What follows belongs to an exercise in optimizing a design on an open flow for small area, a short achievable clock period and few clock cycles per item; a production flow would make more cautious choices.
In this exercise RTL edits were held to simulation tests only and were not proved equivalent to the original.
Power is estimated from default activity; no workload was simulated.

--- flow/flow/run.sh ---
#!/bin/bash
# Layout flow: the standard ORFS flow (standard.sh, all steps), except
# that the port buffers are sky130_fd_sc_hd__buf_2 instead of the buffer
# that buffer_ports picks on its own (a slow delay buffer).
set -e
export BUFFER_PORTS_ARGS="-buffer_cell sky130_fd_sc_hd__buf_2"
bash standard.sh > standard.log 2>&1
--- flow/standard.sh ---
#!/bin/bash
# synth_recipe.tcl (not shown) runs the flow's synth.tcl, then flattens the netlist and writes it again
# the make line also repeats each setting of config.mk as NAME=value (left out here)
make -C /OpenROAD-flow-scripts/flow DESIGN_CONFIG=/design/flow/config.mk WORK_HOME=/design/flow/orfs CLKGATE_MAP_FILE= SYNTH_SCRIPT=/design/flow/synth_recipe.tcl "${@:-finish}"
--- flow/design.v ---
`timescale 1ns / 1ps
module rram_ternary_cim #(
    parameter ROWS = 16,
    parameter COLS = 16,
    parameter TRIT_WIDTH = 2     
)(
    input  wire                        clk,
    input  wire                        rst_n,
    input  wire [$clog2(ROWS)-1:0]     wr_row,
    input  wire [$clog2(COLS)-1:0]     wr_col,
    input  wire [TRIT_WIDTH-1:0]       wr_data,    
    input  wire                        wr_en,
    input  wire [ROWS*TRIT_WIDTH-1:0]  input_vector,   
    input  wire                        mac_start,
    output wire [COLS*8-1:0]           mac_result,     
    output reg                         mac_done,
    input  wire [$clog2(ROWS)-1:0]     rd_row,
    input  wire [$clog2(COLS)-1:0]     rd_col,
    output wire [TRIT_WIDTH-1:0]       rd_data
);
    reg  [ROWS*COLS*TRIT_WIDTH-1:0] xbar;
    reg  [ROWS-1:0] row_vld;
    wire [ROWS-1:0] row_n;      
    wire [COLS-1:0] col_n;      
    wire [COLS*TRIT_WIDTH-1:0] col_wd;
    cim_wdec u_wdec (.wr_en(wr_en), .wr_row(wr_row), .wr_col(wr_col), .wr_data(wr_data),
                     .row_vld(row_vld), .row_n(row_n), .col_n(col_n), .col_wd(col_wd));
    genvar gr, gc;
    generate
        for (gr = 0; gr < ROWS; gr = gr + 1) begin : g_wrow
            for (gc = 0; gc < COLS; gc = gc + 1) begin : g_wcell
                always @(posedge clk)
                    if (~(row_n[gr] | col_n[gc]))
                        xbar[(gr*COLS+gc)*2 +: 2] <= col_wd[gc*2 +: 2];
            end
        end
    endgenerate
    always @(posedge clk or negedge rst_n) begin
        if (!rst_n)
            row_vld <= {ROWS{1'b0}};
        else if (wr_en)
            row_vld[wr_row] <= 1'b1;
    end
    cim_rmux u_rmux (.xbar(xbar), .row_vld(row_vld), .rd_row(rd_row), .rd_col(rd_col),
                     .rd_data(rd_data));
    wire [ROWS-1:0] xp, xn;
    generate
        for (gr = 0; gr < ROWS; gr = gr + 1) begin : g_x
            assign xp[gr] = input_vector[2*gr] & ~input_vector[2*gr+1] & row_vld[gr];
            assign xn[gr] = input_vector[2*gr+1] & ~input_vector[2*gr] & row_vld[gr];
        end
        for (gc = 0; gc < COLS; gc = gc + 1) begin : g_res
            wire [ROWS*2-1:0] cv;
            wire [5:0] sum;
            for (gr = 0; gr < ROWS; gr = gr + 1) begin : g_cv
                assign cv[gr*2 +: 2] = xbar[(gr*COLS+gc)*2 +: 2];
            end
            cim_col u_col (.xp(xp), .xn(xn), .cv(cv), .sum(sum));
            reg [5:0] res;
            always @(posedge clk)
                res <= sum;
            assign mac_result[gc*8 +: 8] = {{2{res[5]}}, res};
        end
    endgenerate
    always @(posedge clk or negedge rst_n) begin
        if (!rst_n)
            mac_done <= 1'b0;
        else
            mac_done <= mac_start;
    end
endmodule
module cim_wdec (
    input  wire         wr_en,
    input  wire [3:0]   wr_row,
    input  wire [3:0]   wr_col,
    input  wire [1:0]   wr_data,
    input  wire [15:0]  row_vld,
    output wire [15:0]  row_n,
    output wire [15:0]  col_n,
    output wire [31:0]  col_wd
);
    wire row_first = ~row_vld[wr_row];
    wire [15:0] col_sel, col_en, row_sel;
    genvar i;
    generate
        for (i = 0; i < 16; i = i + 1) begin : g_dec
            assign col_sel[i] = wr_en & (wr_col == i);
            assign col_en[i]  = col_sel[i] | (wr_en & row_first);
            assign row_sel[i] = (wr_row == i);
            assign col_wd[i*2 +: 2] = wr_data & {2{col_sel[i]}};
            assign row_n[i] = ~row_sel[i];
            assign col_n[i] = ~col_en[i];
        end
    endgenerate
endmodule
module cim_rmux (
    input  wire [511:0] xbar,
    input  wire [15:0]  row_vld,
    input  wire [3:0]   rd_row,
    input  wire [3:0]   rd_col,
    output wire [1:0]   rd_data
);
    wire [15:0] rh = 16'd1 << rd_row;
    wire [15:0] ch = 16'd1 << rd_col;
    wire [1:0] vh;
    wire vsel_n;
    cim_ao8 u_v0 (.s(rh[7:0]), .d(row_vld[7:0]), .y(vh[0]));
    cim_ao8 u_v1 (.s(rh[15:8]), .d(row_vld[15:8]), .y(vh[1]));
    cim_nor2 u_vn (.a(vh[0]), .b(vh[1]), .y(vsel_n));
    genvar c, b, r, h;
    generate
        for (b = 0; b < 2; b = b + 1) begin : g_b
            wire [31:0] hv;                  
            for (c = 0; c < 16; c = c + 1) begin : g_c
                wire [15:0] d;
                for (r = 0; r < 16; r = r + 1) begin : g_r
                    assign d[r] = xbar[(r*16+c)*2+b];
                end
                cim_ao8 u_lo (.s(rh[7:0]), .d(d[7:0]), .y(hv[2*c]));
                cim_ao8 u_hi (.s(rh[15:8]), .d(d[15:8]), .y(hv[2*c+1]));
            end
            wire [3:0] qv;                   
            for (h = 0; h < 4; h = h + 1) begin : g_q
                cim_ao8 u_q (.s({ch[4*h+3], ch[4*h+3], ch[4*h+2], ch[4*h+2],
                                 ch[4*h+1], ch[4*h+1], ch[4*h], ch[4*h]}),
                             .d(hv[8*h +: 8]), .y(qv[h]));
            end
            wire [1:0] on;
            cim_nor2 u_n0 (.a(qv[0]), .b(qv[1]), .y(on[0]));
            cim_nor2 u_n1 (.a(qv[2]), .b(qv[3]), .y(on[1]));
            cim_a21oi u_o (.a1(on[0]), .a2(on[1]), .b1(vsel_n), .y(rd_data[b]));
        end
    endgenerate
endmodule
module cim_ao8 (input wire [7:0] s, input wire [7:0] d, output wire y);
    assign y = |(s & d);
endmodule
module cim_a21oi (input wire a1, input wire a2, input wire b1, output wire y);
    assign y = ~((a1 & a2) | b1);
endmodule
module cim_nor2 (input wire a, input wire b, output wire y);
    assign y = ~(a | b);
endmodule
module cim_col (
    input  wire [15:0] xp,
    input  wire [15:0] xn,
    input  wire [31:0] cv,
    output wire [5:0]  sum
);
    wire [15:0] pa, pb;    
    genvar r;
    generate
        for (r = 0; r < 16; r = r + 1) begin : g_p
            assign pa[r] = (xp[r] & cv[2*r]) | (xn[r] & cv[2*r+1]);
            assign pb[r] = ~((xp[r] & cv[2*r+1]) | (xn[r] & cv[2*r]));
        end
    endgenerate
    wire s0 = pa[0] ^ pb[0];
    wire k0 = pa[0] & pb[0];
    wire s1, k1;
    cim_fsum u_s1 (.a(pa[1]), .b(pb[1]), .c(pa[2]), .s(s1));
    cim_maj u_k1 (.a(pa[1]), .b(pb[1]), .c(pa[2]), .y(k1));
    wire s2, k2;
    cim_fa u_s2 (.a(pb[2]), .b(pa[3]), .c(pb[3]), .s(s2), .co(k2));
    wire s3, k3;
    cim_fa u_s3 (.a(pa[4]), .b(pb[4]), .c(pa[5]), .s(s3), .co(k3));
    wire s4, k4;
    cim_fa u_s4 (.a(pb[5]), .b(pa[6]), .c(pb[6]), .s(s4), .co(k4));
    wire s5, k5;
    cim_fa u_s5 (.a(pa[7]), .b(pb[7]), .c(pa[8]), .s(s5), .co(k5));
    wire s6, k6;
    cim_fa u_s6 (.a(pb[8]), .b(pa[9]), .c(pb[9]), .s(s6), .co(k6));
    wire s7, k7;
    cim_fa u_s7 (.a(pa[10]), .b(pb[10]), .c(pa[11]), .s(s7), .co(k7));
    wire s8, k8;
    cim_fa u_s8 (.a(pb[11]), .b(pa[12]), .c(pb[12]), .s(s8), .co(k8));
    wire s9, k9;
    cim_fa u_s9 (.a(pa[13]), .b(pb[13]), .c(pa[14]), .s(s9), .co(k9));
    wire s10, k10;
    cim_fa u_s10 (.a(pb[14]), .b(pa[15]), .c(pb[15]), .s(s10), .co(k10));
    wire s11, k11;
    cim_fsum u_s11 (.a(s0), .b(s1), .c(s2), .s(s11));
    cim_maj u_k11 (.a(s0), .b(s1), .c(s2), .y(k11));
    wire s12, k12;
    cim_fa u_s12 (.a(s3), .b(s4), .c(s5), .s(s12), .co(k12));
    wire s13, k13;
    cim_fa u_s13 (.a(s6), .b(s7), .c(s8), .s(s13), .co(k13));
    wire s14, k14;
    cim_fa u_s14 (.a(s9), .b(s10), .c(s11), .s(s14), .co(k14));
    wire s15, k15;
    cim_fa u_s15 (.a(s12), .b(s13), .c(s14), .s(s15), .co(k15));
    wire s16 = k0 ^ k1;
    wire k16 = k0 & k1;
    wire s17, k17;
    cim_fa u_s17 (.a(k2), .b(k3), .c(k4), .s(s17), .co(k17));
    wire s18, k18;
    cim_fa u_s18 (.a(k5), .b(k6), .c(k7), .s(s18), .co(k18));
    wire s19, k19;
    cim_fa u_s19 (.a(k8), .b(k9), .c(k10), .s(s19), .co(k19));
    wire s20, k20;
    cim_fa u_s20 (.a(s16), .b(k11), .c(k12), .s(s20), .co(k20));
    wire s21, k21;
    cim_fa u_s21 (.a(k13), .b(s17), .c(s18), .s(s21), .co(k21));
    wire s22, k22;
    cim_fsum u_s22 (.a(s19), .b(k14), .c(s20), .s(s22));
    cim_maj u_k22 (.a(s19), .b(k14), .c(s20), .y(k22));
    wire s23, k23;
    cim_fa u_s23 (.a(s21), .b(k15), .c(s22), .s(s23), .co(k23));
    wire s24 = k16 ^ k17;
    wire k24 = k16 & k17;
    wire s25, k25;
    cim_fsum u_s25 (.a(k18), .b(k19), .c(s24), .s(s25));
    cim_maj u_k25 (.a(k18), .b(k19), .c(s24), .y(k25));
    wire s26, k26;
    cim_fa u_s26 (.a(s25), .b(k20), .c(k21), .s(s26), .co(k26));
    wire s27, k27;
    cim_fa u_s27 (.a(k22), .b(s26), .c(k23), .s(s27), .co(k27));
    wire s28, k28;
    cim_fa u_s28 (.a(k24), .b(k25), .c(k26), .s(s28), .co(k28));
    wire s29 = s28 ^ k27;
    wire k29 = s28 & k27;
    assign sum[3:0] = {s29, s27, s23, s15};
    assign sum[4] = ~(k28 ^ k29);
    assign sum[5] = ~(k28 | k29);
endmodule
module cim_fsum (input wire a, input wire b, input wire c, output wire s);
    wire p = a ^ b;
    assign s = p ^ c;
endmodule
module cim_maj (input wire a, input wire b, input wire c, output wire y);
    assign y = (a & b) | (a & c) | (b & c);
endmodule
module cim_fa (input wire a, input wire b, input wire c, output wire s, output wire co);
    assign s = a ^ b ^ c;
    assign co = (a & b) | (a & c) | (b & c);
endmodule
--- flow/config.mk ---
export PLATFORM = sky130hd
export DESIGN_NAME = rram_ternary_cim
export DESIGN_NICKNAME = rram_ternary_cim
export VERILOG_FILES = /design/flow/design.v
export SDC_FILE = /design/flow/constraint.sdc
export NUM_CORES = 4
export LEC_CHECK = 0
export CAP_MARGIN = 20
export CORE_MARGIN = 2
export CORE_UTILIZATION = 40
export CTS_BUF_LIST = sky130_fd_sc_hd__clkbuf_8
export SETUP_SLACK_MARGIN = 3.8
export SLEW_MARGIN = 20
export SYNTH_HIERARCHICAL = 1
export SYNTH_MINIMUM_KEEP_SIZE = 0
--- flow/constraint.sdc ---
create_clock -name core_clock -period 10.0 [get_ports {clk}]
set_input_delay 2.0000 -clock core_clock [delete_from_list [all_inputs] [get_ports {clk}]]
set_output_delay 2.0000 -clock core_clock [all_outputs]
set_load 0.01 [all_outputs]
==> results of run 1 <==
==> kinds of logic (layout without fill, tap and decap cells) <==
kind of cell    after synthesis  after routing
mux                           5              5
compound gates              856            856
flops                       625            625
simple gates                523            526
fa+ha+maj                   500            500
buf+inv                     233            514
xor+xnor                     64             64
other cells                   0              5
==> per-module statistics from Yosys (local to each module, per instance) <==
module	cell area [µm²]	cells
cim_col	364	44
cim_nor2	3.75	1
cim_a21oi	8.76	1
cim_ao8	36.3	5
cim_rmux	453	40
cim_fa	20.0	1
rram_ternary_cim	19900	1093
cim_wdec	723	112
cim_fsum	23.8	1
cim_maj	11.3	1
==> worst max-delay path by stage <==
stage	slack, ns	start	to
floorplan	3.85	input_vector[1]	g_res[0].res[4]$_DFF_P_
global placement	3.17	rd_row[1]	rd_data[1]
detailed placement	3.13	rd_row[3]	rd_data[0]
CTS	3.79	rd_row[3]	rd_data[1]
global route	3.75	rd_row[2]	rd_data[0]
finish	3.71	rd_row[3]	rd_data[1]
==> timing repair <==
action,in CTS,in global routing
pin swaps,11,23
endpoints found under the setup margin,2,2
gates cloned,1,6
setup buffers,1,1
gates resized for setup,56,60
==> state kept, by name, summed over array words and instances, names as in the netlist <==
| signal | cells |
|---|---|
| row_vld | 16 |
| mac_done | 1 |
| xbar | 512 |
| g_res.res | 96 |
==> layer usage <==
layer	vias up	track usage, %
li1	11400	-
met1	14500	37.8
met2	2207	41.5
met5	-	0
met4	8	13.4
met3	451	7.68
==> layout by cell type (no fill, tap or decap), types with 7 or more instances in the layout <==
cell and instances:
a22oi_1 513, edfxtp_1 512, fa_1 352, nor2_1 275, a22o_1 256, buf_2 179
clkbuf_8 114, dfxtp_1 96, inv_1 85, ha_1 84, nand4_1 75, maj3_2 64
xor3_1 64, buf_4 53, a22oi_2 40, and2_1 35, nand2_1 33, clkinv_2 25
a31oi_1 23, clkinv_1 19, nor2_4 18, dfrtp_1 17, buf_12 15, and3b_1 12
and4bb_2 9, o21ai_1 7
==> per-stage QoR <==
| step | cell area, µm² | util, % | instances | setup WS (ns) | hold slack (ns) |
|---|---|---|---|---|---|
| floorplan | 39000 | - | 2806 | 3.85 | 0.496 |
| global placement | 41100 | 42.5 | 4154 | 3.17 | 0.580 |
| detailed placement | 41100 | 42.6 | 4156 | 3.13 | 0.577 |
| CTS | 43500 | 45.0 | 4357 | 3.79 | 0.593 |
| global route | 43900 | 45.4 | 4367 | 3.75 | 0.646 |
| finish | 43900 | 45.4 | 4371 | 3.71 | 0.612 |
==> worst max-delay path: cells and delay by family <==
| kind | cells | cell delay [ns] |
|---|---|---|
| buffers and inverters | 3 | 0.51 |
| AO/OA/AOI/OAI | 3 | 0.65 |
| AND/OR/NAND/NOR | 4 | 0.98 |
==> power groups by stage <==
stage | Sequential [µW] | Combinational [µW] | Clock, µW
2_1_floorplan | 3430 | 5050 | 0
3_3_place_gp | 3340 | 5460 | 0
3_5_place_dp | 3340 | 5610 | 0
4_1_cts | 3290 | 5670 | 2350
5_1_grt | 3310 | 6240 | 2450
6_report | 3290 | 5540 | 2310
==> cell type report <==
| type | instances | area [µm²] |
|---|---|---|
| sequential | 625 | 17700 |
| clock buffer | 114 | 1570 |
| fill | 8524 | 52700 |
| timing repair buffer | 259 | 1790 |
| inverter | 56 | 210 |
| antenna | 5 | 12.5 |
| multi-input combinational | 1951 | 20400 |
| tap | 1276 | 1600 |
| clock inverter | 85 | 531 |
==> flow_summary_export.csv, run 1 <==
group,metric,value,unit
clock_tree,tritoncts.num_buffers,107,
run,max_cap_violations,0,
setup_path,worstPathMaxFanout,33,
timing,timing.fmax,0.159,GHz
cells_and_area,area_delta_synth_final,12.9,%
cells_and_area,final_nets,3490,
placed_design,io_buffers,184,
yosys,ys_types,50,
yosys,synth.top_cell.area_share,39.6,%
detailed_routing,wl_met2,61600,µm
clock_tree,clk_pin_slew,0.06,ns
clock_tree,htreeDepth,3,
yosys,synthSimpleGateAreaFrac,6.92,%
setup_path,path_class,"in -> out",
yosys,synthCells,2806,
timing,setup_viol,0,
timing,period_share,62.9,%
cells_and_area,drive_above_1_share,19.2,%
hold_path,whs_path_depth,2,
detailed_routing,drt-wirelength-per-cell,32.5,µm
yosys,synth_area_leaders,"edfxtp_1, fa_1, a22oi_1",
power_and_ir_drop,clkPwrFrac,20.7,%
outcome,outcome,"finished clean",
detailed_routing,routed.top_layer,"met5",
setup_path,reg2reg_depth,14,
placed_design,gp_congestion,0.938,
yosys,synthesis.area,0.0389,mm²
power_and_ir_drop,swShare,37.6,%
yosys,synth_top_family_by_area,"adder cells",
clock_tree,ctsRootBufferMaster,"clkbuf_8",
floorplanning,dieWidth,316,µm
clock_tree,clock_latency,0.75,ns
setup_path,endpoint_kind,"primary output",
timing,fin_crit,6.29,ns
yosys,synth_edf_count,512,
global_route,antenna_found_initial,10,
floorplanning,core,0.0966,mm²
yosys,yosys.area.top_type,"edfxtp_1",
setup_path,cpMaxStageDelayCell,"a22oi_2",
timing,hold_viol,0,
global_route,grt_pass1_vias,29000,
detailed_routing,final_antenna_net_count,0,
placed_design,dp_hpwl,87800,µm
global_route,grt_pass1_wl,198000,µm
yosys,synthArstFlopShare,2.72,%
setup_path,startpoint_type,"input port",
timing,rsz0062_at_grt,"no",
detailed_routing,wl_met3,19900,µm
clock_tree,clkSinkCount,625,
setup_path,crit_chain,"buf_12 -> and4_1 -> buf_12 -> a22oi_2 -> nand4_1 -> a22oi_2 -> nand4_1 -> nor2_4 -> a21oi_4 -> buf_6",
power_and_ir_drop,leakagePower,0.0153,µW
detailed_routing,drt-total-wl,142000,µm
setup_path,rrSetupSlack,5.11,ns
yosys,synth_compound_area_share,17.3,%
yosys,ys_warn_count,7,
yosys,synthFlopType,"edfxtp_1",
yosys,syn_nets,3296,
global_route,grt_usage,27.9,%
timing,worst_pin_slew,1.18,ns
floorplanning,rows,114,
yosys,seq_area_frac_synth,45.6,%
power_and_ir_drop,internal_power,6940,µW
power_and_ir_drop,power_frac_seq,29.5,%
global_route,grt_overflow,0,
detailed_routing,drc,0,
setup_path,r2r_start,"row_vld[4]$_DFFE_PN0P_",
power_and_ir_drop,worst_ir_drop_vdd,0.000175,V
hold_path,hp-start,"row_vld[3]$_DFFE_PN0P_",
detailed_routing,routed_via_density,6.53,
power_and_ir_drop,comb_power_share,49.8,%
yosys,synth.most_common_cell,"a22oi_1",
setup_path,arrival,4.29,ns
yosys,synth.ff_latch_count,625,
floorplanning,die_h,316,µm
hold_path,hp-class,"reg -> reg",
timing,slew_viol_final,0,
timing,tns,0,ns
yosys,synthMuxAreaShare,0.235,%
hold_path,hold_end,"row_vld[3]$_DFFE_PN0P_",
setup_path,required,8.00,ns
floorplanning,fp.dieArea,0.0997,mm²
yosys,synth_fa_ha_area_share,22.7,%
power_and_ir_drop,p_switching,4190,µW
timing,skew,0.0308,ns
timing,max_slew_margin,20.9,%
setup_path,crit_path_max_incr_delay,0.30,ns
yosys,synth-xor-area-share,3.91,%
global_route,grt_max_degree,34,
detailed_routing,drt_pre_antenna_iters,7,
power_and_ir_drop,fin_total_pwr,11100,µW
detailed_routing,met1Wirelength,52800,µm
clock_tree,cts.hold.buffers_added,0,
detailed_routing,drt_iter0_drc,4072,
setup_path,r2r-end,"g_res[10].res[4]$_DFF_P_",
floorplanning,io_pins,185,
yosys,yosys-top-cells-count,"a22oi_1, edfxtp_1, fa_1",
clock_tree,cts_max_path_buffers,3,
clock_tree,cts_tree,"built",
detailed_routing,vias,28600,
floorplanning,initial_utilization,40.3,%
yosys,avgSynthCellArea,13.9,µm²
power_and_ir_drop,power.density,254,mW/mm²
Testbench counts, summed over its fixed seeds: cycles 1,568, macs 1,536.
==> run 2: changes to the inputs <==
--- a/flow/design.v
+++ b/flow/design.v
@@ -103,10 +103,8 @@
     wire [15:0] rh = 16'd1 << rd_row;
     wire [15:0] ch = 16'd1 << rd_col;
     wire [1:0] vh;
-    wire vsel_n;
     cim_ao8 u_v0 (.s(rh[7:0]), .d(row_vld[7:0]), .y(vh[0]));
     cim_ao8 u_v1 (.s(rh[15:8]), .d(row_vld[15:8]), .y(vh[1]));
-    cim_nor2 u_vn (.a(vh[0]), .b(vh[1]), .y(vsel_n));
     genvar c, b, r, h;
     generate
         for (b = 0; b < 2; b = b + 1) begin : g_b
@@ -125,6 +123,8 @@
                                  ch[4*h+1], ch[4*h+1], ch[4*h], ch[4*h]}),
                              .d(hv[8*h +: 8]), .y(qv[h]));
             end
+            wire vsel_n;                     
+            cim_nor2 u_vn (.a(vh[0]), .b(vh[1]), .y(vsel_n));
             wire [1:0] on;
             cim_nor2 u_n0 (.a(qv[0]), .b(qv[1]), .y(on[0]));
             cim_nor2 u_n1 (.a(qv[2]), .b(qv[3]), .y(on[1]));
@@ -158,8 +158,7 @@
     wire s0 = pa[0] ^ pb[0];
     wire k0 = pa[0] & pb[0];
     wire s1, k1;
-    cim_fsum u_s1 (.a(pa[1]), .b(pb[1]), .c(pa[2]), .s(s1));
-    cim_maj u_k1 (.a(pa[1]), .b(pb[1]), .c(pa[2]), .y(k1));
+    cim_fa u_s1 (.a(pa[1]), .b(pb[1]), .c(pa[2]), .s(s1), .co(k1));
     wire s2, k2;
     cim_fa u_s2 (.a(pb[2]), .b(pa[3]), .c(pb[3]), .s(s2), .co(k2));
     wire s3, k3;
@@ -179,8 +178,7 @@
     wire s10, k10;
     cim_fa u_s10 (.a(pb[14]), .b(pa[15]), .c(pb[15]), .s(s10), .co(k10));
     wire s11, k11;
-    cim_fsum u_s11 (.a(s0), .b(s1), .c(s2), .s(s11));
-    cim_maj u_k11 (.a(s0), .b(s1), .c(s2), .y(k11));
+    cim_fa u_s11 (.a(s0), .b(s1), .c(s2), .s(s11), .co(k11));
     wire s12, k12;
     cim_fa u_s12 (.a(s3), .b(s4), .c(s5), .s(s12), .co(k12));
     wire s13, k13;
@@ -202,17 +200,15 @@
     wire s21, k21;
     cim_fa u_s21 (.a(k13), .b(s17), .c(s18), .s(s21), .co(k21));
     wire s22, k22;
-    cim_fsum u_s22 (.a(s19), .b(k14), .c(s20), .s(s22));
-    cim_maj u_k22 (.a(s19), .b(k14), .c(s20), .y(k22));
+    cim_fa u_s22 (.a(s19), .b(k14), .c(s20), .s(s22), .co(k22));
     wire s23, k23;
     cim_fa u_s23 (.a(s21), .b(k15), .c(s22), .s(s23), .co(k23));
     wire s24 = k16 ^ k17;
     wire k24 = k16 & k17;
     wire s25, k25;
-    cim_fsum u_s25 (.a(k18), .b(k19), .c(s24), .s(s25));
-    cim_maj u_k25 (.a(k18), .b(k19), .c(s24), .y(k25));
+    cim_fa u_s25 (.a(k18), .b(k19), .c(s24), .s(s25), .co(k25));
     wire s26, k26;
-    cim_fa u_s26 (.a(s25), .b(k20), .c(k21), .s(s26), .co(k26));
+    cim_fa u_s26 (.a(k20), .b(k21), .c(s25), .s(s26), .co(k26));
     wire s27, k27;
     cim_fa u_s27 (.a(k22), .b(s26), .c(k23), .s(s27), .co(k27));
     wire s28, k28;
--- a/flow/config.mk
+++ b/flow/config.mk
@@ -7,9 +7,10 @@
 export LEC_CHECK = 0
 export CAP_MARGIN = 20
 export CORE_MARGIN = 2
-export CORE_UTILIZATION = 40
+export CORE_UTILIZATION = 55
 export CTS_BUF_LIST = sky130_fd_sc_hd__clkbuf_8
 export SETUP_SLACK_MARGIN = 3.8
 export SLEW_MARGIN = 20
 export SYNTH_HIERARCHICAL = 1
 export SYNTH_MINIMUM_KEEP_SIZE = 0
+export TNS_END_PERCENT = 0
==> run 2 against run 1 <==
Effect of this change: first-iteration DRC count is 21% lower; count of clock-buffer cells in the layout increased by 13; synthesized cell count is 2.2% lower; still clean on timing, DRC and antenna; critical endpoint is now rd_data[0]; power shrank 4.6%; clock power increased by 2%; register-to-register slack got worse by 0.34 ns; non-clock buffer count shrank 22; cell count down 11%.
==> flow_summary_export.csv, run 2 <==
group,metric,value,unit
outcome,outcome,"finished clean",
floorplanning,die_h,267,µm
timing,hold_viol,0,
setup_path,r2r-end,"g_res[11].res[4]$_DFF_P_",
hold_path,whs_path_depth,1,
yosys,syn_nets,3297,
timing,period_share,61.8,%
yosys,seq_area_frac_synth,46.7,%
setup_path,rrSetupSlack,4.77,ns
hold_path,hp-start,"row_vld[0]$_DFFE_PN0P_",
detailed_routing,vias,27200,
global_route,grt_max_degree,34,
yosys,yosys-top-cells-count,"a22oi_1, edfxtp_1, fa_1",
yosys,synth.most_common_cell,"a22oi_1",
clock_tree,htreeDepth,3,
detailed_routing,routed_via_density,7.00,
global_route,antenna_found_initial,5,
yosys,synthCells,2743,
cells_and_area,drive_above_1_share,16.6,%
detailed_routing,drt-total-wl,130000,µm
placed_design,place_area,0.0396,mm²
yosys,synth_edf_count,512,
yosys,yosys.area.top_type,"edfxtp_1",
timing,timing.fmax,0.162,GHz
yosys,synthFlopType,"edfxtp_1",
timing,max_slew_margin,16.8,%
power_and_ir_drop,worst_ir_drop_vdd,0.000174,V
floorplanning,initial_utilization,55.4,%
cells_and_area,final_cell_mix,"a22oi_1, edfxtp_1, fa_1",
yosys,synth_area_leaders,"edfxtp_1, fa_1, a22oi_1",
detailed_routing,drt_iter0_drc,3207,
placed_design,io_buffers,184,
floorplanning,io_pins,185,
timing,slew_viol_final,0,
power_and_ir_drop,p_switching,3980,µW
detailed_routing,drc,0,
clock_tree,tritoncts.num_buffers,106,
setup_path,path_class,"in -> out",
cells_and_area,largest_register_ffs,512,
power_and_ir_drop,leakagePower,0.0145,µW
clock_tree,clkSinkCount,625,
setup_path,worstPathMaxFanout,33,
power_and_ir_drop,power_frac_seq,30.9,%
timing,worst_pin_slew,1.25,ns
power_and_ir_drop,internal_power,6650,µW
detailed_routing,drt-wirelength-per-cell,33.4,µm
clock_tree,clk_pin_slew,0.06,ns
cells_and_area,area_delta_synth_final,11.0,%
clock_tree,cts.hold.buffers_added,0,
setup_path,r2r_start,"row_vld[2]$_DFFE_PN0P_",
cells_and_area,fin_area,0.0421,mm²
detailed_routing,drt_pre_antenna_iters,6,
timing,skew,0.0303,ns
power_and_ir_drop,clkPwrFrac,22.1,%
clock_tree,clock_latency,0.72,ns
power_and_ir_drop,comb_power_share,47.0,%
cells_and_area,final_common_cell,"a22oi_1",
power_and_ir_drop,fin_total_pwr,10600,µW
setup_path,required,8.00,ns
timing,tns,0,ns
power_and_ir_drop,power.density,252,mW/mm²
yosys,ys_types,48,
clock_tree,cts_max_path_buffers,3,
run,max_cap_violations,0,
clock_tree,postCtsSetupBuffers,0,
global_route,grt_overflow,0,
hold_path,hold_end,"row_vld[0]$_DFFE_PN0P_",
placed_design,dp_hpwl,80800,µm
floorplanning,core,0.0685,mm²
floorplanning,rows,96,
placed_design,gp_congestion,0.895,
yosys,synthesis.area,0.0379,mm²
timing,setup_viol,0,
yosys,synth.top_cell.area_share,40.6,%
hold_path,hp-class,"reg -> reg",
yosys,avgSynthCellArea,13.8,µm²
timing,fin_crit,6.18,ns
global_route,grt_usage,36.7,%
global_route,grt_pass1_wl,184000,µm
detailed_routing,final_antenna_net_count,0,
timing,hold_slack,0.584,ns
setup_path,arrival,4.18,ns
yosys,ys_warn_count,7,
clock_tree,ctsRootBufferMaster,"clkbuf_8",
clock_tree,cts_tree,"built",
yosys,synth.ff_latch_count,625,
floorplanning,fp.dieArea,0.0711,mm²
setup_path,startpoint_type,"input port",
cells_and_area,top_register,"xbar",
floorplanning,dieWidth,267,µm
power_and_ir_drop,swShare,37.5,%
yosys,synthArstFlopShare,2.72,%
setup_path,endpoint_kind,"primary output",
cells_and_area,biggestRegsByFlops,"xbar (512), g_res.res (96), row_vld (16)",
cells_and_area,fillCellCount,5345,
setup_path,reg2reg_depth,13,
cells_and_area,final_nets,3465,
timing,rsz0062_at_grt,"no",
global_route,grt_pass1_vias,27900,
run 2: cell types whose count changed after synthesis:
cell | before | now
fa_1 | 352 | 416
maj3_2 | 64 | 0
nor2_1 | 295 | 296
xor3_1 | 64 | 0
run 2: cells by family after synthesis:
kind of cell,count (synthesis),synth area share [%]
muxes,5,0.241
AOI/OAI and AO/OA,856,17.8
and+or+nand+nor,524,7.11
adders and majority gates,500,24.7
buffers and inverters,233,3.39
DFF,625,46.7
run 2: stage by stage:
stage | util, % | instances | worst slack, ns
floorplan | - | 2743 | 3.63
detailed placement | 57.8 | 3682 | 3.24
CTS | 61.2 | 3882 | 3.80
global placement | 57.8 | 3680 | 3.34
finish | 61.5 | 3889 | 3.82
global route | 61.5 | 3887 | 3.80
run 2: what timing repair did:
action | in CTS | in global routing
setup endpoints to repair | 2 | 2
pin swaps | 6 | 11
hold endpoints to repair | 0 | 0
gates resized for setup | 29 | 36
gates cloned | 0 | 1
run 2: worst max-delay path by stage:
stage / startpoint / end / slack, ns / depth (start not counted)
3_5_place_dp: input_vector[5] / g_res[11].res[4]$_DFF_P_ / 3.24 / 14
2_1_floorplan: input_vector[17] / g_res[0].res[4]$_DFF_P_ / 3.63 / 13
5_1_grt: rd_row[0] / rd_data[1] / 3.80 / 10
4_1_cts: rd_row[1] / rd_data[1] / 3.80 / 10
6_report: rd_row[0] / rd_data[0] / 3.82 / 10
3_3_place_gp: input_vector[5] / g_res[14].res[4]$_DFF_P_ / 3.34 / 14
run 2: area by class of cell:
type | instances | area (µm²) | share of cell area [%]
multi-input combinational | 1885 | 19400 | 46.0
timing repair buffer | 237 | 1520 | 3.61
clock inverter | 73 | 434 | 1.03
sequential | 625 | 17700 | 42.1
clock buffer | 127 | 1750 | 4.15
inverter | 56 | 210 | 0.499
tap | 882 | 1100 | 2.62
antenna | 4 | 10.0 | 0.0238
run 2: power groups by stage:
stage / sequential (µW) / clock (µW) / combinational (µW)
2_1_floorplan: 3430 / 0 / 4680
3_3_place_gp: 3330 / 0 / 4870
3_5_place_dp: 3330 / 0 / 5030
4_1_cts: 3280 / 2380 / 5070
5_1_grt: 3310 / 2500 / 5600
6_report: 3280 / 2350 / 4990
run 2: Yosys stat by module, one instance, submodules excluded:
module | flops+latches | times used
cim_fa | 0 | 416
cim_wdec | 0 | 1
cim_col | 0 | 16
cim_rmux | 0 | 1
cim_ao8 | 0 | 74
cim_nor2 | 0 | 6
cim_a21oi | 0 | 2
rram_ternary_cim | 625 | 1
run 2: per-layer routing:
metal / up-vias / track usage [%] / wire length, µm
li1: 11000 / - / -
met1: 13900 / 48.4 / 48100
met2: 1848 / 57.5 / 58800
met3: 419 / 9.66 / 16000
met4: 4 / 16.2 / 6810
met5: - / 0 / 20
run 2: critical path: stages:
cell	delay [ns]
buf_6	0.16
and4bb_2	0.28
buf_12	0.21
a22oi_1	0.22
nand4_1	0.31
a22oi_1	0.25
nand4_1	0.23
nor2_4	0.25
a21oi_2	0.10
buf_2	0.14
Testbench counts of run 2, summed over its fixed seeds: cycles 1,568, macs 1,536.
==> run 3: changes to the inputs <==
--- a/flow/config.mk
+++ b/flow/config.mk
@@ -13,4 +13,3 @@
 export SLEW_MARGIN = 20
 export SYNTH_HIERARCHICAL = 1
 export SYNTH_MINIMUM_KEEP_SIZE = 0
-export TNS_END_PERCENT = 0
==> run 3 against run 2 <==
Effect of this change: global-route usage grew 1.6 points; worst hold slack about the same; wire length increased by 5.5%; first-iteration DRC count increased by 24%; cell area rose by 1.0%; sequential power barely moved; clock power decreased by 3%; largest power group unchanged; highest routed layer unchanged.
==> flow_summary_export.csv, run 3 <==
group,metric,value,unit
yosys,avgSynthCellArea,13.8,µm²
cells_and_area,final_nets,3488,
detailed_routing,drt-total-wl,137000,µm
cells_and_area,drive_above_1_share,17.2,%
power_and_ir_drop,leakagePower,0.0147,µW
yosys,synthCells,2743,
yosys,synth.ff_latch_count,625,
setup_path,endpoint_kind,"primary output",
power_and_ir_drop,power.density,243,mW/mm²
detailed_routing,drt_iter0_drc,3966,
cells_and_area,largest_register_ffs,512,
timing,skew,0.0451,ns
hold_path,hp-class,"reg -> reg",
detailed_routing,drt_pre_antenna_iters,8,
clock_tree,clk_pin_slew,0.06,ns
cells_and_area,area_delta_synth_final,12.2,%
global_route,grt-busiest-layer,"met2",
yosys,ys_types,48,
clock_tree,clock_latency,0.75,ns
setup_path,required,8.00,ns
yosys,synth_edf_count,512,
global_route,grt_max_degree,34,
timing,slew_viol_final,0,
placed_design,dp_hpwl,82200,µm
global_route,grt_overflow,0,
yosys,yosys-top-cells-count,"a22oi_1, edfxtp_1, fa_1",
yosys,synth.most_common_cell,"a22oi_1",
clock_tree,clkSinkCount,625,
run,max_cap_violations,0,
placed_design,gp_congestion,0.915,
floorplanning,core,0.0685,mm²
cells_and_area,biggestRegsByFlops,"xbar (512), g_res.res (96), row_vld (16)",
timing,setup_viol,0,
yosys,synth-xor-area-share,0,%
global_route,use_met3,12.8,%
yosys,synth_top_family_by_area,"adder cells",
yosys,synth_area_leaders,"edfxtp_1, fa_1, a22oi_1",
clock_tree,tritoncts.num_buffers,111,
global_route,grt_pass1_vias,28300,
cells_and_area,final_cell_mix,"a22oi_1, edfxtp_1, fa_1",
yosys,synth.top_cell.area_share,40.6,%
yosys,synthFlopType,"edfxtp_1",
yosys,synthSimpleGateAreaFrac,7.11,%
global_route,antenna_found_initial,4,
timing,timing.fmax,0.159,GHz
cells_and_area,post-route-util,62.1,%
setup_path,startpoint_type,"input port",
timing,max_slew_margin,15.0,%
yosys,synthArstFlopShare,2.72,%
floorplanning,fp.dieArea,0.0711,mm²
cells_and_area,top_register,"xbar",
timing,worst_pin_slew,1.27,ns
timing,fin_crit,6.29,ns
floorplanning,die_h,267,µm
global_route,globalRouteMet1Util,52.1,%
setup_path,worstPathMaxFanout,19,
timing,rsz0062_at_grt,"yes",
global_route,grt_usage,38.2,%
yosys,ys_warn_count,7,
floorplanning,dieWidth,267,µm
floorplanning,io_pins,185,
detailed_routing,final_antenna_net_count,0,
yosys,yosys.area.top_type,"edfxtp_1",
timing,tns,0,ns
clock_tree,cts_max_path_buffers,3,
setup_path,path_class,"in -> out",
global_route,grt_pass1_wl,191000,µm
detailed_routing,drt-wirelength-per-cell,35.0,µm
power_and_ir_drop,fin_total_pwr,10300,µW
yosys,synthMuxAreaShare,0.241,%
global_route,met2_usage,57.0,%
detailed_routing,routed_via_density,7.19,
floorplanning,initial_utilization,55.4,%
clock_tree,htreeDepth,3,
power_and_ir_drop,worst_ir_drop_vdd,0.000251,V
yosys,synth_compound_area_share,17.8,%
cells_and_area,final_common_cell,"a22oi_1",
outcome,outcome,"finished clean",
timing,hold_viol,0,
clock_tree,cts.hold.buffers_added,0,
yosys,synth_fa_ha_area_share,24.7,%
yosys,syn_nets,3297,
detailed_routing,vias,28100,
yosys,seq_area_frac_synth,46.7,%
placed_design,io_buffers,184,
clock_tree,cts_tree,"built",
setup_path,arrival,4.29,ns
detailed_routing,drc,0,
timing,period_share,62.9,%
yosys,synthesis.area,0.0379,mm²
clock_tree,ctsRootBufferMaster,"clkbuf_8",
floorplanning,rows,96,
## run 3: cell counts after synthesis
No cell type changed its count.
## run 3: cell families after synthesis
family	Yosys count
adder cells (fa/ha/maj)	500
flip-flops	625
AO/OA/AOI/OAI	856
buffers and inverters	233
AND/OR/NAND/NOR	524
multiplexers	5
## run 3: where the power goes
part	switching [µW]	leakage, µW	total [µW]	internal [µW]
logic	2650	0.00818	4770	2120
registers	109	0.00525	3290	3180
clock network	1090	0.00122	2280	1190
## run 3: path summary, 6_finish.rpt
| path | from | endpoint | depth (start not counted) | slack [ns] |
|---|---|---|---|---|
| max | rd_row[3] | rd_data[0] | 11 | 3.71 |
| min | row_vld[11]$_DFFE_PN0P_ | row_vld[11]$_DFFE_PN0P_ | 2 | 0.58 |
| max reg2reg | row_vld[5]$_DFFE_PN0P_ | g_res[1].res[4]$_DFF_P_ | 13 | 4.70 |
| min reg2reg | row_vld[11]$_DFFE_PN0P_ | row_vld[11]$_DFFE_PN0P_ | 2 | 0.58 |
| max in group asynchronous | rst_n | row_vld[0]$_DFFE_PN0P_ | 1 | 8.50 |
| min in group asynchronous | rst_n | row_vld[5]$_DFFE_PN0P_ | 1 | 1.20 |
## run 3: repair_timing
item                       in CTS  in global routing
pin swaps                       9                 24
setup endpoints to repair       2                  2
buffers inserted                6                  3
hold endpoints to repair        0                  0
cloned                          7                  4
gates resized for setup        52                 35
## run 3: worst max-delay path: stages
cell,delay (ns)
buf_12,0.14
nor4b_4,0.13
buf_4,0.17
buf_6,0.17
a22oi_1,0.22
nand4_1,0.39
a22oi_2,0.41
nand4_1,0.20
nor2_4,0.18
a21oi_4,0.09
buf_2,0.16
## run 3: modules after synthesis, one instance, submodules excluded
module / area [µm²] / copies in the design / cells
cim_fa: 20.0 / 416 / 1
cim_wdec: 723 / 1 / 112
cim_col: 364 / 16 / 44
cim_nor2: 3.75 / 6 / 1
cim_a21oi: 8.76 / 2 / 1
rram_ternary_cim: 19900 / 1 / 1093
cim_rmux: 453 / 1 / 40
cim_ao8: 36.3 / 74 / 5
## run 3: stage by stage
stage,instances,hold slack [ns],cell area [µm²],worst slack [ns]
floorplan,2743,0.496,38000,3.84
global placement,3677,0.562,39500,3.04
detailed placement,3678,0.569,39500,3.17
CTS,3895,0.583,42100,3.77
global route,3909,0.619,42500,3.79
finish,3914,0.584,42500,3.71
## run 3: cell type report
type,instances,area [µm²]
inverter,56,210
fill,5274,25900
clock buffer,125,1720
clock inverter,79,393
antenna,7,17.5
multi-input combinational,1888,19400
tap,882,1100
timing repair buffer,252,1940
sequential,625,17700
## run 3: metal layers
metal / part of all wire, % / routed length [µm]
met1: 36 / 49800
met4: 4.3 / 5890
met5: 0.069 / 94
met3: 15 / 20700
met2: 44 / 60400
==> run 4: changes to the inputs <==
--- a/flow/design.v
+++ b/flow/design.v
@@ -216,8 +216,11 @@
     wire s29 = s28 ^ k27;
     wire k29 = s28 & k27;
     assign sum[3:0] = {s29, s27, s23, s15};
-    assign sum[4] = ~(k28 ^ k29);
-    assign sum[5] = ~(k28 | k29);
+    cim_xnor2 u_top4 (.a(k28), .b(k29), .y(sum[4]));
+    cim_nor2 u_top5 (.a(k28), .b(k29), .y(sum[5]));
+endmodule
+module cim_xnor2 (input wire a, input wire b, output wire y);
+    assign y = ~(a ^ b);
 endmodule
 module cim_fsum (input wire a, input wire b, input wire c, output wire s);
     wire p = a ^ b;
--- a/flow/config.mk
+++ b/flow/config.mk
@@ -13,3 +13,4 @@
 export SLEW_MARGIN = 20
 export SYNTH_HIERARCHICAL = 1
 export SYNTH_MINIMUM_KEEP_SIZE = 0
+export TNS_END_PERCENT = 0
==> run 4 against run 3 <==
Effect of this change: worst setup slack improved by 0.0054 ns; combinational power is 3% higher; critical path depth is 2 lower; synthesized cell count shrank 1.2%; power rose by 3.9%; area after synthesis down 0.48%; sequential share of layout area increased by 0.51 points; die area down 0.47%; register-to-register slack better by 0.08 ns; sequential power is essentially flat; first-iteration DRC count is 0.68% higher; highest routed layer unchanged.
==> flow_summary_export.csv, run 4 <==
group,metric,value,unit
yosys,avgSynthCellArea,13.9,µm²
setup_path,arrival,4.29,ns
yosys,yosys-top-cells-count,"a22oi_1, edfxtp_1, fa_1",
timing,tns,0,ns
floorplanning,initial_utilization,55.3,%
global_route,grt_pass1_wl,185000,µm
clock_tree,clkSinkCount,625,
clock_tree,clock_latency,0.74,ns
cells_and_area,final_common_cell,"a22oi_1",
detailed_routing,vias,27500,
yosys,synth_edf_count,512,
yosys,yosys.area.top_type,"edfxtp_1",
yosys,synthesis.area,0.0377,mm²
yosys,synth_area_leaders,"edfxtp_1, fa_1, a22oi_1",
global_route,grt_max_degree,34,
yosys,synthFlopType,"edfxtp_1",
setup_path,startpoint_type,"input port",
cells_and_area,fillCellCount,5293,
timing,period_share,62.9,%
outcome,outcome,"finished clean",
global_route,grt_usage,36.9,%
detailed_routing,drt_iter0_drc,3993,
timing,worst_pin_slew,1.29,ns
power_and_ir_drop,worst_ir_drop_vdd,0.000261,V
global_route,antenna_found_initial,3,
setup_path,path_class,"in -> out",
detailed_routing,drt-wirelength-per-cell,33.6,µm
timing,timing.fmax,0.159,GHz
detailed_routing,drt-total-wl,130000,µm
timing,hold_viol,0,
cells_and_area,area_delta_synth_final,11.4,%
clock_tree,ctsRootBufferMaster,"clkbuf_8",
floorplanning,core,0.0682,mm²
yosys,synth.most_common_cell,"a22oi_1",
global_route,grt_overflow,0,
timing,setup_viol,0,
hold_path,hp-class,"reg -> reg",
floorplanning,die_h,266,µm
clock_tree,tritoncts.num_buffers,110,
cells_and_area,biggestRegsByFlops,"xbar (512), g_res.res (96), row_vld (16)",
detailed_routing,final_antenna_net_count,0,
floorplanning,rows,96,
timing,setup_slack,3.71,ns
clock_tree,clk_pin_slew,0.06,ns
timing,hold_slack,0.588,ns
clock_tree,htreeDepth,3,
floorplanning,fp.dieArea,0.0707,mm²
setup_path,endpoint_kind,"primary output",
timing,fin_crit,6.29,ns
placed_design,gp_congestion,0.927,
cells_and_area,drive_above_1_share,17.3,%
power_and_ir_drop,leakagePower,0.0143,µW
timing,max_slew_margin,14.1,%
detailed_routing,routed_via_density,7.11,
timing,rsz0062_at_grt,"yes",
detailed_routing,drc,0,
yosys,seq_area_frac_synth,47.0,%
floorplanning,io_pins,185,
cells_and_area,largest_register_ffs,512,
clock_tree,cts_max_path_buffers,3,
setup_path,worstPathMaxFanout,33,
setup_path,required,8.00,ns
yosys,syn_nets,3249,
cells_and_area,top_register,"xbar",
cells_and_area,final_nets,3417,
cells_and_area,final_cell_mix,"a22oi_1, edfxtp_1, fa_1",
yosys,synth.ff_latch_count,625,
clock_tree,cts_tree,"built",
timing,slew_viol_final,0,
global_route,grt_pass1_vias,27800,
run,max_cap_violations,0,
yosys,ys_warn_count,7,
placed_design,pre_cts_ws,3.20,ns
power_and_ir_drop,power.density,256,mW/mm²
yosys,synthArstFlopShare,2.72,%
yosys,synthCells,2711,
placed_design,io_buffers,184,
floorplanning,dieWidth,266,µm
power_and_ir_drop,fin_total_pwr,10700,µW
detailed_routing,drt_pre_antenna_iters,6,
timing,skew,0.0359,ns
yosys,synth.top_cell.area_share,40.7,%
placed_design,dp_hpwl,80800,µm
yosys,ys_types,49,
[run 4: routing by layer]
metal	up-vias	part of all wire, %	GRT usage (%)
met5	-	0.011	0
met4	2	4.8	17.0
met3	402	13	9.43
met2	2077	46	57.0
met1	14000	36	49.3
li1	11000	-	-
[run 4: per-module statistics from Yosys, one instance, submodules excluded]
module	cell area, µm²	times used
cim_a21oi	8.76	2
cim_ao8	36.3	74
cim_xnor2	8.76	16
cim_rmux	453	1
cim_col	340	16
cim_nor2	3.75	22
rram_ternary_cim	19900	1
cim_fa	20.0	416
cim_wdec	723	1
[run 4: through the flow]
step	utilization (%)	cell area, µm²	std cells
finish	61.6	42000	3860
global route	61.6	42000	3859
CTS	61.5	41900	3856
detailed placement	57.7	39400	3645
global placement	57.6	39300	3643
floorplan	-	37800	2711
[run 4: layout make-up]
| cell class | instances | area (µm²) | share of cell area (%) |
|---|---|---|---|
| tap | 882 | 1100 | 2.63 |
| antenna | 2 | 5.00 | 0.0119 |
| clock buffer | 140 | 1930 | 4.59 |
| inverter | 8 | 30.0 | 0.0715 |
| sequential | 625 | 17700 | 42.2 |
| timing repair buffer | 232 | 1410 | 3.36 |
| clock inverter | 69 | 502 | 1.19 |
| multi-input combinational | 1902 | 19300 | 46.0 |
[run 4: power breakdown]
group          switching [µW]  internal (µW)  leakage, µW  total (µW)
Combinational            2700           2190      0.00771        4890
Clock                    1130           1440      0.00135        2570
Sequential               97.7           3180      0.00525        3280
[run 4: kinds of logic (layout without fill, tap and decap cells)]
| group | Yosys count | after routing | synth area share [%] |
|---|---|---|---|
| other cells | 0 | 2 | 0 |
| simple gates | 540 | 541 | 7.30 |
| xor+xnor | 16 | 16 | 0.371 |
| compound gates | 856 | 856 | 17.9 |
| buf+inv | 185 | 449 | 2.92 |
| fa+ha+maj | 484 | 484 | 24.3 |
| flops | 625 | 625 | 47.0 |
| mux | 5 | 5 | 0.242 |
[run 4: final timing paths]
path                                              from                      end  slack, ns  cells after the start
worst max-delay path                         rd_row[3]               rd_data[1]       3.71                      9
worst min-delay path            row_vld[2]$_DFFE_PN0P_   row_vld[2]$_DFFE_PN0P_       0.59                      2
worst max register to register  row_vld[5]$_DFFE_PN0P_  g_res[8].res[5]$_DFF_P_       4.78                     11
worst min register to register  row_vld[2]$_DFFE_PN0P_   row_vld[2]$_DFFE_PN0P_       0.59                      2
max in group asynchronous                        rst_n   row_vld[8]$_DFFE_PN0P_       8.50                      1
min in group asynchronous                        rst_n   row_vld[7]$_DFFE_PN0P_       1.20                      1
[run 4: what timing repair did]
item,CTS,global route
cloned,1,0
hold buffers,0,0
pin swaps,6,6
buffers inserted,1,0
endpoints found under the setup margin,2,3
gates resized for setup,30,6
[run 4: worst max-delay path, cell delays in order]
cell and delay [ns]:
buf_4 0.20, and4bb_4 0.82, a22oi_1 0.21, nand4_1 0.14, a22oi_1 0.14, nand4_1 0.25, nor2_4 0.08, a21oi_2 0.21
buf_2 0.17
Testbench counts of run 4, summed over its fixed seeds: cycles 1,568, macs 1,536.
==> run 5: changes to the inputs <==
--- a/flow/design.v
+++ b/flow/design.v
@@ -43,13 +43,17 @@
     end
     cim_rmux u_rmux (.xbar(xbar), .row_vld(row_vld), .rd_row(rd_row), .rd_col(rd_col),
                      .rd_data(rd_data));
-    wire [ROWS-1:0] xp, xn;
-    generate
-        for (gr = 0; gr < ROWS; gr = gr + 1) begin : g_x
-            assign xp[gr] = input_vector[2*gr] & ~input_vector[2*gr+1] & row_vld[gr];
-            assign xn[gr] = input_vector[2*gr+1] & ~input_vector[2*gr] & row_vld[gr];
-        end
+    generate
         for (gc = 0; gc < COLS; gc = gc + 1) begin : g_res
+            wire [ROWS-1:0] xp, xn;
+            if (gc % (COLS/2) == 0) begin : g_x
+                for (gr = 0; gr < ROWS; gr = gr + 1) begin : g_xr
+                    cim_xdec u_xd (.x(input_vector[2*gr +: 2]), .v(row_vld[gr]), .p(xp[gr]), .n(xn[gr]));
+                end
+            end else begin : g_xc
+                assign xp = g_res[gc - gc % (COLS/2)].xp;
+                assign xn = g_res[gc - gc % (COLS/2)].xn;
+            end
             wire [ROWS*2-1:0] cv;
             wire [5:0] sum;
             for (gr = 0; gr < ROWS; gr = gr + 1) begin : g_cv
@@ -68,6 +72,10 @@
         else
             mac_done <= mac_start;
     end
+endmodule
+module cim_xdec (input wire [1:0] x, input wire v, output wire p, output wire n);
+    assign p = x[0] & ~x[1] & v;
+    assign n = x[1] & ~x[0] & v;
 endmodule
 module cim_wdec (
     input  wire         wr_en,
@@ -100,7 +108,9 @@
     input  wire [3:0]   rd_col,
     output wire [1:0]   rd_data
 );
-    wire [15:0] rh = 16'd1 << rd_row;
+    wire [15:0] rh, rh1;
+    cim_dec16 u_rh0 (.a(rd_row), .y(rh));
+    cim_dec16 u_rh1 (.a(rd_row), .y(rh1));
     wire [15:0] ch = 16'd1 << rd_col;
     wire [1:0] vh;
     cim_ao8 u_v0 (.s(rh[7:0]), .d(row_vld[7:0]), .y(vh[0]));
@@ -114,8 +124,9 @@
                 for (r = 0; r < 16; r = r + 1) begin : g_r
                     assign d[r] = xbar[(r*16+c)*2+b];
                 end
-                cim_ao8 u_lo (.s(rh[7:0]), .d(d[7:0]), .y(hv[2*c]));
-                cim_ao8 u_hi (.s(rh[15:8]), .d(d[15:8]), .y(hv[2*c+1]));
+                wire [15:0] rs = (c < 8) ? rh : rh1;
+                cim_ao8 u_lo (.s(rs[7:0]), .d(d[7:0]), .y(hv[2*c]));
+                cim_ao8 u_hi (.s(rs[15:8]), .d(d[15:8]), .y(hv[2*c+1]));
             end
             wire [3:0] qv;                   
             for (h = 0; h < 4; h = h + 1) begin : g_q
@@ -131,6 +142,9 @@
             cim_a21oi u_o (.a1(on[0]), .a2(on[1]), .b1(vsel_n), .y(rd_data[b]));
         end
     endgenerate
+endmodule
+module cim_dec16 (input wire [3:0] a, output wire [15:0] y);
+    assign y = 16'd1 << a;
 endmodule
 module cim_ao8 (input wire [7:0] s, input wire [7:0] d, output wire y);
     assign y = |(s & d);
--- a/flow/config.mk
+++ b/flow/config.mk
@@ -7,7 +7,7 @@
 export LEC_CHECK = 0
 export CAP_MARGIN = 20
 export CORE_MARGIN = 2
-export CORE_UTILIZATION = 55
+export CORE_UTILIZATION = 70
 export CTS_BUF_LIST = sky130_fd_sc_hd__clkbuf_8
 export SETUP_SLACK_MARGIN = 3.8
 export SLEW_MARGIN = 20
==> run 5 against run 4 <==
Effect of this change: largest cell class unchanged; register-to-register slack improved by 0.08 ns; global-route usage rose by 8.7 points; fmax rose by 0.35%; critical path type unchanged; worst hold slack improved by 0.024 ns; still clean on timing, DRC and antenna; via count rose by 3.7%.
==> flow_summary_export.csv, run 5 <==
group,metric,value,unit
outcome,outcome,"finished clean",
yosys,synth.ff_latch_count,625,
cells_and_area,final_common_cell,"a22oi_1",
setup_path,r2r_start,"row_vld[1]$_DFFE_PN0P_",
global_route,grt_overflow,0,
setup_path,startpoint_type,"input port",
yosys,synthFlopType,"edfxtp_1",
yosys,synthArstFlopShare,2.72,%
cells_and_area,fin_cells,3668,
yosys,ys_warn_count,7,
placed_design,place_area,0.0394,mm²
setup_path,endpoint,"rd_data[1]",
global_route,grt_pass1_vias,28800,
cells_and_area,multi_input_area,0.0197,mm²
setup_path,reg2reg_depth,10,
clock_tree,clkSinkCount,625,
floorplanning,io_pins,185,
setup_path,required,8.00,ns
cells_and_area,largest_register_ffs,512,
setup_path,arrival,4.27,ns
setup_path,path_class,"in -> out",
floorplanning,core,0.0540,mm²
detailed_routing,drt-wirelength-per-cell,35.1,µm
cells_and_area,biggestRegsByFlops,"xbar (512), g_res.res (96), row_vld (16)",
power_and_ir_drop,power.density,246,mW/mm²
floorplanning,initial_utilization,71.1,%
timing,skew,0.0301,ns
floorplanning,fp.dieArea,0.0568,mm²
setup_path,r2r-end,"g_res[5].res[4]$_DFF_P_",
floorplanning,die_h,238,µm
clock_tree,clock_latency,0.72,ns
timing,setup_viol,0,
hold_path,whs_path_depth,2,
power_and_ir_drop,leakagePower,0.0144,µW
hold_path,hp-class,"reg -> reg",
detailed_routing,drt-total-wl,129000,µm
timing,timing.fmax,0.160,GHz
floorplanning,dieWidth,238,µm
timing,worst_pin_slew,1.31,ns
detailed_routing,final_antenna_net_count,0,
cells_and_area,drive_above_1_share,14.7,%
cells_and_area,fin_area,0.0416,mm²
yosys,synth.most_common_cell,"a22oi_1",
global_route,grt_usage,45.5,%
placed_design,dp.cells,3476,
timing,tns,0,ns
cells_and_area,fillCellCount,3374,
setup_path,rrSetupSlack,4.86,ns
timing,hold_viol,0,
yosys,synthCells,2747,
placed_design,io_buffers,184,
global_route,antenna_found_initial,6,
placed_design,gp_congestion,0.999,
cells_and_area,top_register,"xbar",
setup_path,endpoint_kind,"primary output",
run,max_cap_violations,0,
global_route,grt_max_degree,33,
clock_tree,cts_max_path_buffers,3,
yosys,avgSynthCellArea,14.0,µm²
detailed_routing,routed_via_density,7.76,
clock_tree,cts_tree,"built",
yosys,synth_area_leaders,"edfxtp_1, fa_1, a22oi_1",
placed_design,dp_hpwl,85500,µm
clock_tree,htreeDepth,3,
timing,fin_crit,6.27,ns
setup_path,worstPathMaxFanout,32,
floorplanning,rows,85,
cells_and_area,seqCellArea,0.0177,mm²
clock_tree,ctsRootBufferMaster,"clkbuf_8",
setup_path,startpoint,"rd_row[1]",
detailed_routing,drt_pre_antenna_iters,7,
detailed_routing,drt_iter0_drc,4855,
yosys,seq_area_frac_synth,46.1,%
clock_tree,tritoncts.num_buffers,99,
clock_tree,clk_pin_slew,0.06,ns
power_and_ir_drop,worst_ir_drop_vdd,0.000305,V
detailed_routing,drc,0,
cells_and_area,final_nets,3422,
yosys,synth.top_cell.area_share,40.0,%
yosys,yosys.area.top_type,"edfxtp_1",
cells_and_area,final_cell_mix,"a22oi_1, edfxtp_1, fa_1",
global_route,grt_pass1_wl,182000,µm
timing,max_slew_margin,12.4,%
timing,period_share,62.7,%
yosys,yosys-top-cells-count,"a22oi_1, edfxtp_1, fa_1",
yosys,synth_edf_count,512,
timing,slew_viol_final,0,
cells_and_area,area_delta_synth_final,8.17,%
yosys,ys_types,51,
detailed_routing,vias,28500,
timing,rsz0062_at_grt,"yes",
yosys,synthesis.area,0.0384,mm²
yosys,syn_nets,3285,
-- run 5: area by class of cell --
class                           count  area share [%]
Inverter                            8          0.0723
Clock buffer                      112            3.71
Antenna cell                        6          0.0361
Clock inverter                     71            1.02
Multi-Input combinational cell   1933            47.5
Tap cell                          696            2.10
Sequential cell                   625            42.6
Timing Repair Buffer              217            2.97
-- run 5: Yosys stat by module (local to each module, per instance), a selection --
module / cells / copies in the design / flip-flops and latches / area, µm²
cim_wdec: 112 / 1 / 0 / 723
cim_xnor2: 1 / 16 / 0 / 8.76
cim_rmux: 20 / 1 / 0 / 277
cim_col: 40 / 16 / 0 / 340
cim_xdec: 2 / 32 / 0 / 17.5
cim_nor2: 1 / 22 / 0 / 3.75
rram_ternary_cim: 1045 / 1 / 625 / 19600
cim_fa: 1 / 416 / 0 / 20.0
cim_ao8: 5 / 74 / 0 / 36.3
-- run 5: how the worst min path moves through the flow --
| stage | startpoint | to | slack (ns) |
|---|---|---|---|
| floorplan | row_vld[13]$_DFFE_PN0P_ | row_vld[13]$_DFFE_PN0P_ | 0.51 |
| global placement | row_vld[9]$_DFFE_PN0P_ | row_vld[9]$_DFFE_PN0P_ | 0.59 |
| detailed placement | row_vld[9]$_DFFE_PN0P_ | row_vld[9]$_DFFE_PN0P_ | 0.59 |
| CTS | row_vld[9]$_DFFE_PN0P_ | row_vld[9]$_DFFE_PN0P_ | 0.60 |
| global route | row_vld[2]$_DFFE_PN0P_ | row_vld[2]$_DFFE_PN0P_ | 0.64 |
| finish | row_vld[9]$_DFFE_PN0P_ | row_vld[9]$_DFFE_PN0P_ | 0.61 |
-- run 5: cells by family (layout without fill, tap and decap cells) --
logic type	count (synthesis)	count (layout)	share of synthesized area, %
adders and majority gates	484	484	23.9
buffers and inverters	189	408	3.07
and+or+nand+nor	572	572	8.75
muxes	5	5	0.238
AOI/OAI and AO/OA	856	856	17.6
other	0	6	0
DFF	625	625	46.1
xor gates and xnor gates	16	16	0.365
-- run 5: timing repair --
item                                    4_1_cts  5_1_grt
pin swaps                                     0        3
gates cloned                                  0        0
gates resized for setup                      46       16
endpoints found under the setup margin        2        2
setup buffers                                 2        0
hold buffers                                  0        0
-- run 5: power by group --
part,total [µW],switching [µW],internal (µW)
logic,4770,2610,2160
registers,3290,109,3180
clock network,2170,1040,1130
total,10200,3750,6470
-- run 5: per-layer routing --
metal | vias up | share of wire (%) | GRT usage [%]
li1 | 11100 | - | -
met1 | 13900 | 31 | 57.3
met2 | 2775 | 43 | 67.0
met3 | 713 | 17 | 15.2
met4 | 6 | 9.1 | 32.3
met5 | - | 0.032 | 0
-- run 5: through the flow --
step | setup slack, ns | total power [µW] | hold slack, ns | util [%]
after floorplan | 4.26 | 8250 | 0.514 | -
after global placement | 3.09 | 7820 | 0.585 | 72.9
after detailed placement | 3.01 | 8090 | 0.588 | 72.9
after CTS | 3.79 | 10300 | 0.600 | 76.7
after global routing | 3.74 | 10900 | 0.640 | 76.9
final | 3.73 | 10200 | 0.612 | 76.9
-- run 5: worst max-delay path, cell delays in order --
cell and delay [ns]:
buf_8 0.24, and4bb_4 0.42, a22oi_1 0.25, nand4_1 0.25
a22oi_1 0.36, nand4_1 0.17, nor2_2 0.23, a21oi_2 0.16
buf_2 0.17
Testbench counts of run 5, summed over its fixed seeds: cycles 1,568, macs 1,536.
==> run 6: changes to the inputs <==
--- a/flow/config.mk
+++ b/flow/config.mk
@@ -7,7 +7,7 @@
 export LEC_CHECK = 0
 export CAP_MARGIN = 20
 export CORE_MARGIN = 2
-export CORE_UTILIZATION = 70
+export CORE_UTILIZATION = 55
 export CTS_BUF_LIST = sky130_fd_sc_hd__clkbuf_8
 export SETUP_SLACK_MARGIN = 3.8
 export SLEW_MARGIN = 20
==> run 6 against run 5 <==
Effect of this change: still clean on timing, DRC and antenna; non-clock buffer count rose by 10; cell count rose by 7.2%; synthesized cell count did not move; global-route usage fell by 8.3 points; critical endpoint unchanged; largest power group unchanged.
==> flow_summary_export.csv, run 6 <==
group,metric,value,unit
outcome,outcome,"finished clean",
detailed_routing,drt-total-wl,133000,µm
yosys,synth_fa_ha_area_share,23.9,%
yosys,synth.most_common_cell,"a22oi_1",
timing,hold_slack,0.609,ns
timing,hold_viol,0,
placed_design,pre_cts_ws,3.05,ns
power_and_ir_drop,worst_ir_drop_vdd,0.000264,V
floorplanning,dieWidth,268,µm
cells_and_area,final_nets,3438,
global_route,grt_pass1_vias,28200,
cells_and_area,drive_above_1_share,15.7,%
yosys,synth_area_leaders,"edfxtp_1, fa_1, a22oi_1",
yosys,yosys.area.top_type,"edfxtp_1",
floorplanning,core,0.0688,mm²
timing,max_slew_margin,16.2,%
timing,rsz0062_at_grt,"no",
cells_and_area,top_register,"xbar",
yosys,synthFlopType,"edfxtp_1",
timing,period_share,62.5,%
power_and_ir_drop,swShare,36.4,%
detailed_routing,drt-wirelength-per-cell,33.8,µm
clock_tree,cts.hold.buffers_added,0,
setup_path,rrSetupSlack,4.94,ns
power_and_ir_drop,p_switching,3780,µW
yosys,synthMuxAreaShare,0.238,%
yosys,synth_top_family_by_area,"adder cells",
power_and_ir_drop,power.density,246,mW/mm²
power_and_ir_drop,clkPwrFrac,22.7,%
global_route,grt_overflow,0,
setup_path,startpoint_type,"input port",
clock_tree,cts_tree,"built",
power_and_ir_drop,comb_power_share,45.8,%
yosys,syn_nets,3285,
yosys,synthCells,2747,
setup_path,r2r_start,"row_vld[1]$_DFFE_PN0P_",
yosys,synth-xor-area-share,0.365,%
run,max_cap_violations,0,
yosys,seq_area_frac_synth,46.1,%
cells_and_area,area_delta_synth_final,9.94,%
yosys,avgSynthCellArea,14.0,µm²
clock_tree,tritoncts.num_buffers,105,
setup_path,path_class,"in -> out",
cells_and_area,largest_register_ffs,512,
yosys,synthArstFlopShare,2.72,%
timing,tns,0,ns
setup_path,required,8.00,ns
yosys,synth.ff_latch_count,625,
floorplanning,fp.dieArea,0.0720,mm²
yosys,synthSimpleGateAreaFrac,8.75,%
clock_tree,cts_max_path_buffers,3,
power_and_ir_drop,leakagePower,0.0146,µW
yosys,ys_warn_count,7,
floorplanning,die_h,268,µm
setup_path,endpoint_kind,"primary output",
clock_tree,htreeDepth,3,
setup_path,startpoint,"rd_row[0]",
global_route,grt_usage,37.2,%
power_and_ir_drop,power_frac_seq,31.5,%
yosys,synth_compound_area_share,17.6,%
cells_and_area,fin_area,0.0422,mm²
yosys,synth.top_cell.area_share,40.0,%
yosys,ys_types,51,
cells_and_area,final_common_cell,"a22oi_1",
setup_path,worstPathMaxFanout,32,
detailed_routing,final_antenna_net_count,0,
placed_design,io_buffers,184,
clock_tree,clkSinkCount,625,
timing,fin_crit,6.25,ns
cells_and_area,final_cell_mix,"a22oi_1, edfxtp_1, fa_1",
cells_and_area,biggestRegsByFlops,"xbar (512), g_res.res (96), row_vld (16)",
power_and_ir_drop,fin_total_pwr,10400,µW
floorplanning,rows,96,
placed_design,place_area,0.0398,mm²
placed_design,dp_hpwl,91400,µm
floorplanning,io_pins,185,
detailed_routing,drt_iter0_drc,3591,
clock_tree,clock_latency,0.74,ns
hold_path,hp-class,"reg -> reg",
placed_design,gp_congestion,0.957,
global_route,grt_max_degree,33,
hold_path,hp-start,"row_vld[8]$_DFFE_PN0P_",
detailed_routing,vias,27800,
clock_tree,ctsRootBufferMaster,"clkbuf_8",
detailed_routing,drc,0,
yosys,yosys-top-cells-count,"a22oi_1, edfxtp_1, fa_1",
floorplanning,initial_utilization,55.8,%
timing,worst_pin_slew,1.26,ns
timing,setup_slack,3.75,ns
global_route,antenna_found_initial,5,
clock_tree,clk_pin_slew,0.06,ns
timing,timing.fmax,0.160,GHz
yosys,synthesis.area,0.0384,mm²
timing,skew,0.0348,ns
setup_path,arrival,4.25,ns
detailed_routing,routed_via_density,7.06,
yosys,synth_edf_count,512,
detailed_routing,drt_pre_antenna_iters,7,
timing,slew_viol_final,0,
global_route,grt_pass1_wl,188000,µm
timing,setup_viol,0,
power_and_ir_drop,internal_power,6610,µW
## run 6: cell types whose count changed in the layout (fill, tap and decap cells not counted), moves of 4 or more
cell / previous run / this run
clkbuf_8: 112 / 125
buf_4: 30 / 38
a22oi_1: 549 / 542
a22oi_2: 4 / 11
inv_1: 43 / 49
a31oi_1: 20 / 16
a31oi_2: 5 / 9
clkinv_1: 11 / 7
## run 6: worst paths after layout
path / end / cells after the start
max reg2reg: g_res[9].res[4]$_DFF_P_ / 10
max: rd_data[1] / 10
min: row_vld[8]$_DFFE_PN0P_ / 1
min in group asynchronous: row_vld[13]$_DFFE_PN0P_ / 1
min reg2reg: row_vld[8]$_DFFE_PN0P_ / 1
max in group asynchronous: row_vld[3]$_DFFE_PN0P_ / 1
## run 6: worst max-delay path, stage by stage
cell      delay, ns
buf_12         0.18
and4bb_1       0.24
buf_4          0.26
a22oi_1        0.33
nand4_1        0.21
a22oi_1        0.29
nand4_1        0.20
nor2_2         0.20
a21oi_2        0.12
buf_2          0.16
## run 6: what timing repair did
item,4_1_cts,5_1_grt
resized for setup,46,18
setup buffers,5,2
setup endpoints to repair,2,2
pin swaps,2,3
## run 6: final cells by class
class,instances,area [µm²]
diodes,8,20.0
clock buffers,125,1720
clock inverters,74,474
fillers,5421,26600
inverters,8,30.0
multi-input cells,1933,19800
flip-flops and latches,625,17700
well taps,931,1160
repair buffers,227,1340
## run 6: kinds of logic after synthesis
group	after synthesis
AOI/OAI and AO/OA	856
xor gates and xnor gates	16
adders and majority gates	484
buffers and inverters	189
DFF	625
muxes	5
and+or+nand+nor	572
## run 6: power groups by stage
stage,combinational (µW),clock [µW],sequential (µW)
6_report,4760,2360,3270
5_1_grt,5440,2500,3300
4_1_cts,4860,2390,3280
3_5_place_dp,4830,0,3330
3_3_place_gp,4690,0,3320
2_1_floorplan,4820,0,3440
## run 6: routing by layer
layer  global-route usage, %  vias to the layer above  wire (µm)  part of all wire (%)
li1                        -                    11100          -                     -
met1                    47.1                    14100      46800                    35
met2                    57.3                     2045      60100                    45
met3                    9.87                      455      16700                    13
met4                    23.5                        0       9390                   7.1
met5                   0.608                        -          0                     0
## run 6: per-stage QoR
| step | utilization [%] | instances |
|---|---|---|
| final | 61.4 | 3931 |
| after global routing | 61.3 | 3925 |
| after CTS | 61.2 | 3920 |
| after detailed placement | 57.8 | 3716 |
| after global placement | 57.7 | 3712 |
| after floorplan | - | 2747 |
## run 6: Yosys stat by module, one instance, submodules excluded, a selection
module | flops+latches | cells inside | cell area (µm²)
cim_rmux | 0 | 20 | 277
cim_ao8 | 0 | 5 | 36.3
cim_a21oi | 0 | 1 | 8.76
cim_xnor2 | 0 | 1 | 8.76
rram_ternary_cim | 625 | 1045 | 19600
cim_nor2 | 0 | 1 | 3.75
cim_fa | 0 | 1 | 20.0
cim_col | 0 | 40 | 340
cim_dec16 | 0 | 20 | 277
cim_wdec | 0 | 112 | 723

Re-timed with assumed drivers on the ports (clkbuf_16 on the clock, buf_2 on other inputs), run 6 has 3.617 ns of setup slack against 3.753 ns with ideal ports, and 3.208 ns once port delays also move by the mid clock arrival of 0.786 ns.
